From an optimization exercise on the open Yosys and OpenROAD flow, aimed at small area and a short achievable clock period; shortcuts taken in it are not production practice. The RTL was checked by simulation tests, not by an equivalence proof against the original design. Power is estimated from default activity; no workload was simulated.

Design crash_detection, start of the top module:
module crash_detection #(
        parameter int HISTORY_LEN = 16   
    )(
        input   logic           clk,
        input   logic           arst_n,
        input   logic           i_state_rst,
        input   logic           i_sensors_valid,
        input   logic [15:0]    i_gps,
        input   logic [15:0]    i_accel_z,
        input   logic [15:0]    i_accel_y,
        input   logic [15:0]    i_accel_x,
        input   logic [15:0]    i_gyro_z,
        input   logic [15:0]    i_gyro_y,
        input   logic [15:0]    i_gyro_x,
        input   logic [15:0]    i_delta,
        input   logic [31:0]    ireg_speed_threshold,
        input   logic [31:0]    ireg_non_fatal_accel_threshold,
        input   logic [31:0]    ireg_fatal_accel_threshold,
        input   logic [31:0]    ireg_angle_threshold,
        input   logic [31:0]    ireg_angle_in_motion_threshold,
        input   logic [31:0]    ireg_angular_speed_threshold,
        output  logic [1:0]     o_state,
        output  logic           o_non_fatal_intr,
        output  logic           o_fatal_intr
    );
For scale: about 860 flip-flops, ~330 I/O pins, ~0.054 sq mm of cells after synthesis.
==> flow/config.mk <==
export PLATFORM = sky130hd
export DESIGN_NAME = crash_detection
export DESIGN_NICKNAME = crash_detection
export VERILOG_FILES = /design/flow/design.v
export SDC_FILE = /design/flow/constraint.sdc
export NUM_CORES = 4
export LEC_CHECK = 0
export CAP_MARGIN = 20
export CORE_MARGIN = 2
export CORE_UTILIZATION = 45
export PLACE_DENSITY = 0.6
export SLEW_MARGIN = 20
==> flow/constraint.sdc <==
create_clock -name core_clock -period 50.0 [get_ports {clk}]
set_input_delay 10.0000 -clock core_clock [delete_from_list [all_inputs] [get_ports {clk}]]
set_output_delay 10.0000 -clock core_clock [all_outputs]
set_load 0.01 [all_outputs]
standard.sh (not shown) runs the stock make flow with config.mk's settings and CLKGATE_MAP_FILE= SYNTH_SCRIPT=/design/flow/synth_recipe.tcl, a recipe that flattens the netlist after the stock synthesis.
==> flow/flow/run.sh <==
#!/bin/bash
# The standard layout, with timing repair asked to leave 38 ns of setup
# slack at the design's 50 ns clock, so that it works on the paths that set
# the achieved period. Clock, constraints and synthesis are unchanged.
set -o pipefail
bash standard.sh SETUP_SLACK_MARGIN=38 finish 2>&1 | tee standard_run.log
Next try:
==> flow/flow/run.sh (replaced) <==
#!/bin/bash
# The standard layout with two changes to how it is made:
#  - timing repair is asked to leave 38 ns of setup slack at the design's
#    50 ns clock, so that it works on the paths that set the achieved period;
#  - the port buffers that the standard flow inserts are buf_4 cells.
# Clock, constraints and synthesis are unchanged.
set -o pipefail
bash standard.sh SETUP_SLACK_MARGIN=38 "BUFFER_PORTS_ARGS=-buffer_cell sky130_fd_sc_hd__buf_4" finish 2>&1 | tee standard_run.log
After rerunning: Clock-buffer cell count climbs by 2. Fmax hardly moves. Combinational power is about the same. Cell area is lower by 2.2%. Clock skew goes down by 0.011 ns. Power shrinks by about 0.7%.
Next try:
==> flow/flow/run.sh (replaced) <==
#!/bin/bash
# The standard layout, with timing repair asked to leave 35 ns of setup
# slack at the design's 50 ns clock, so that it works on the paths that set
# the achieved period. Clock, constraints and synthesis are unchanged.
set -o pipefail
bash standard.sh SETUP_SLACK_MARGIN=35 finish 2>&1 | tee standard_run.log
The changed run produced a clean layout. Via count drops by 2.1%. Register-to-register slack gets worse by 1.7 ns. Setup slack degrades by 1.5 ns. Core utilization falls by 2.5 points. Sequential share of layout area climbs by 1.9 points. Power falls by 4.0%. Synthesized area is unchanged. Clock-buffer cell count went up by 10.


## v12
crash_detection, a different RTL version from the one above (not shown whole).
Size: about 4,600 cells after synthesis, about 850 flip-flops, roughly 330 I/O pins.
clock: 50.0 ns
lec_check: 0
cap_margin: 20
core_margin: 2
core_utilization: 45
place_density: 0.6
slew_margin: 20
==> flow/flow/run.sh <==
#!/bin/bash
# The standard layout with changes to how it is made:
#  - timing repair is asked to leave 37.6 ns of setup slack at the design's
#    50 ns clock, so that it works on the paths that set the achieved period;
#  - the port buffers that the standard flow inserts are buf_2 cells;
#  - the clock tree is built from clkbuf_8 cells, without dummy loads;
#  - the core is filled to 60% and placed at density 0.75.
# Clock, constraints and synthesis are unchanged.
set -o pipefail
bash standard.sh SETUP_SLACK_MARGIN=37.6 "BUFFER_PORTS_ARGS=-buffer_cell sky130_fd_sc_hd__buf_2" \
    "CTS_ARGS=-sink_clustering_enable -repair_clock_nets -buf_list sky130_fd_sc_hd__clkbuf_8 -dont_use_dummy_load" \
    CORE_UTILIZATION=60 PLACE_DENSITY=0.75 \
    finish 2>&1 | tee standard_run.log
v12 | stages: all done | timing, DRC, antenna: all pass
diff inputs: v12 => v54
==> flow/flow/run.sh <==
#!/bin/bash
# The standard layout with changes to how it is made:
#  - timing repair is asked to leave 37.9 ns of setup slack at the design's
#    50 ns clock, so that it works on the paths that set the achieved period;
#  - the port buffers that the standard flow inserts are buf_2 cells;
#  - the clock tree is built from clkbuf_8 cells, without dummy loads;
#  - the core is filled to 55% and placed at density 0.7.
# Clock, constraints and synthesis are unchanged.
set -o pipefail
bash standard.sh SETUP_SLACK_MARGIN=37.9 "BUFFER_PORTS_ARGS=-buffer_cell sky130_fd_sc_hd__buf_2" \
    "CTS_ARGS=-sink_clustering_enable -repair_clock_nets -buf_list sky130_fd_sc_hd__clkbuf_8 -dont_use_dummy_load" \
    CORE_UTILIZATION=55 PLACE_DENSITY=0.7 \
    finish 2>&1 | tee standard_run.log
### Flow results
When v54 is measured against v12, its power turns out 2.2% higher.
Compared with v12, v54 shows a post-route clock period utilization that is 0.41 points lower.
Higher worst setup slack was reported by v54, not v12.
Relative to v12, global-route usage has decreased by 1.5 points in v54.
Run comparison: v54 critical path's slowest cell a2111oi_2; v12 critical path's slowest cell xor2_1
In the reports for v54 and v12, the larger cell count belongs to v54.
Comparing v54 and v12, area used by multi-input combinational logic is lower on v12.
#### Input delta (v18 over v54)
==> flow/flow/run.sh <==
#!/bin/bash
# The standard layout with changes to how it is made:
#  - timing repair is asked to leave 37.75 ns of setup slack at the design's
#    50 ns clock, so that it works on the paths that set the achieved period;
#  - the port buffers that the standard flow inserts are buf_2 cells;
#  - the clock tree is built from clkbuf_8 cells, without dummy loads;
#  - the core is filled to 55% and placed at density 0.7.
# Clock, constraints and synthesis are unchanged.
set -o pipefail
bash standard.sh SETUP_SLACK_MARGIN=37.75 "BUFFER_PORTS_ARGS=-buffer_cell sky130_fd_sc_hd__buf_2" \
    "CTS_ARGS=-sink_clustering_enable -repair_clock_nets -buf_list sky130_fd_sc_hd__clkbuf_8 -dont_use_dummy_load" \
    CORE_UTILIZATION=55 PLACE_DENSITY=0.7 \
    finish 2>&1 | tee standard_run.log
==> run notes <==
v18 ends up with a ratio of cells with drive above 1 in the final layout that is 1.6 points lower than in v54.
Taking v54 as the reference, in v18 net count of the finished layout went down; relative contribution of the clock network to total power went up.
The met1 routing resource usage after global routing reported for v18 is smaller than that of v54 by 0.29 points.
Total track usage: lower on v18
Higher antenna diode count was reported by v54, not v18.
Of v54 and v18, the lower core utilization belongs to v18.
Against v54 as the reference, v18 delivers a lower combinational fraction of design power.
Cell area | v18 vs v54 | v18 smaller
There was hardly any difference in clock-cell share of area between v18 and v54.
Here is what was changed in the inputs of v40 compared with v18.
==> flow/flow/run.sh <==
#!/bin/bash
# The standard layout with changes to how it is made:
#  - timing repair is asked to leave 37 ns of setup slack at the design's
#    50 ns clock, so that it works on the paths that set the achieved period;
#  - the port buffers that the standard flow inserts are buf_2 cells;
#  - the clock tree is built from clkbuf_8 cells, without dummy loads.
# Clock, constraints and synthesis are unchanged.
set -o pipefail
bash standard.sh SETUP_SLACK_MARGIN=37 "BUFFER_PORTS_ARGS=-buffer_cell sky130_fd_sc_hd__buf_2" \
    "CTS_ARGS=-sink_clustering_enable -repair_clock_nets -buf_list sky130_fd_sc_hd__clkbuf_8 -dont_use_dummy_load" \
    finish 2>&1 | tee standard_run.log
==> comparison <==
- Per the final summary, v40 finished and its layout is clean on timing, DRC and antenna.
- On v40: clock latency of the later-clocked register in the worst-skew pair is 0.02 ns lower than what v18 gave.
- Higher final hold slack was reported by v18, not v40.
- Per the comparison of v40 with v18, fraction of layout instances using a drive strength above 1 now smaller, flip-flop and latch count comparable.
- Combinational fraction of design power ended up 1.4 points lower on v40 than on v18.


crash_detection with an RTL version that a note above also has.
For scale: about 4,800 cells after synthesis, about 860 flip-flops, ~330 I/O pins, ~54,000 um^2 of cells after synthesis.
==> flow/config.mk <==
export PLATFORM = sky130hd
export DESIGN_NAME = crash_detection
export DESIGN_NICKNAME = crash_detection
export VERILOG_FILES = /design/flow/design.v
export SDC_FILE = /design/flow/constraint.sdc
export NUM_CORES = 4
export LEC_CHECK = 0
export CAP_MARGIN = 20
export CORE_MARGIN = 2
export CORE_UTILIZATION = 45
export PLACE_DENSITY = 0.6
export SLEW_MARGIN = 20
==> flow/constraint.sdc <==
create_clock -name core_clock -period 50.0 [get_ports {clk}]
set_input_delay 10.0000 -clock core_clock [delete_from_list [all_inputs] [get_ports {clk}]]
set_output_delay 10.0000 -clock core_clock [all_outputs]
set_load 0.01 [all_outputs]
==> flow/flow/run.sh <==
#!/bin/bash
# The standard layout, with timing repair asked to leave 36.5 ns of setup
# slack at the design's 50 ns clock, so that it works on the paths that set
# the achieved period. Clock, constraints and synthesis are unchanged.
set -o pipefail
bash standard.sh SETUP_SLACK_MARGIN=36.5 finish 2>&1 | tee standard_run.log
The starting point finished with timing, DRC and antenna clean.
Then changed:
==> flow/run.sh (new file) <==
#!/bin/bash
# synth_recipe.tcl (not shown) runs the flow's synth.tcl, then flattens the netlist and writes it again
# the make line also repeats each setting of config.mk as NAME=value (left out here)
make -C /OpenROAD-flow-scripts/flow DESIGN_CONFIG=/design/flow/config.mk WORK_HOME=/design/flow/orfs CLKGATE_MAP_FILE= SYNTH_SCRIPT=/design/flow/synth_recipe.tcl finish
removed: flow/flow/run.sh
removed: flow/standard.sh
Effect:
- wire length shrinks by 1.8%
- cell count shrinks by 0.72%
- global-route usage shrinks by 0.45 points
- total power shrinks by 3.9%
- clock skew shrinks by 0.0051 ns
- die area does not change
- synthesized area does not change
- via count shrinks by 1.2%
- non-clock buffer count shrinks by 50

[afterwards: timing with drivers on the ports]
Ports are ideal in the flow. The routed layouts listed here were re-timed in OpenROAD.
Step 1, drivers: a clkbuf_16 drives clk and a buf_2 each remaining input, both assumed.
Step 2 moves the port delays by t, midway between the first and last clock arrival at a register: inputs arrive t later, outputs are due t later. That takes back most of the time a late clock gives input paths.
a / b / c = ideal / step 1 / step 2; a / b = the first two.
| run | shift t [ns] | setup slack, ns | worst setup path at the end | worst data-port slew with drivers (ns) |
|---|---|---|---|---|
| the first run of note 1 | 0.746 | 36.884 / 36.867 / 36.121 | input to register | 0.18 |
| the second run of note 1 | 0.742 | 36.862 / 36.896 / 36.155 | input to register | 0.17 |
| the third run of note 1 | 0.744 | 35.323 / 35.370 / 34.627 | input to register | 0.21 |
| v12 | 0.825 | 37.653 / 37.696 / 36.872 | input to register | 0.11 |
| v54 | 0.832 | 37.857 / 37.822 / 36.990 | input to register | 0.16 |
| v18 | 0.842 | 37.729 / 37.780 / 36.939 | input to register | 0.10 |
| v40 | 0.835 | 37.158 / 37.212 / 36.377 | input to register | 0.15 |
| the first run of note 3 | 0.754 | 36.600 / 36.630 / 35.876 | input to register | 0.19 |
| the second run of note 3 | 0.743 | 34.286 / 34.286 / 34.286 | register to register | 0.21 |
After both steps every run listed still meets setup and hold. For v54, which loses most, drivers alone change the setup slack by -0.035 ns; drivers and shift together by -0.867 ns.
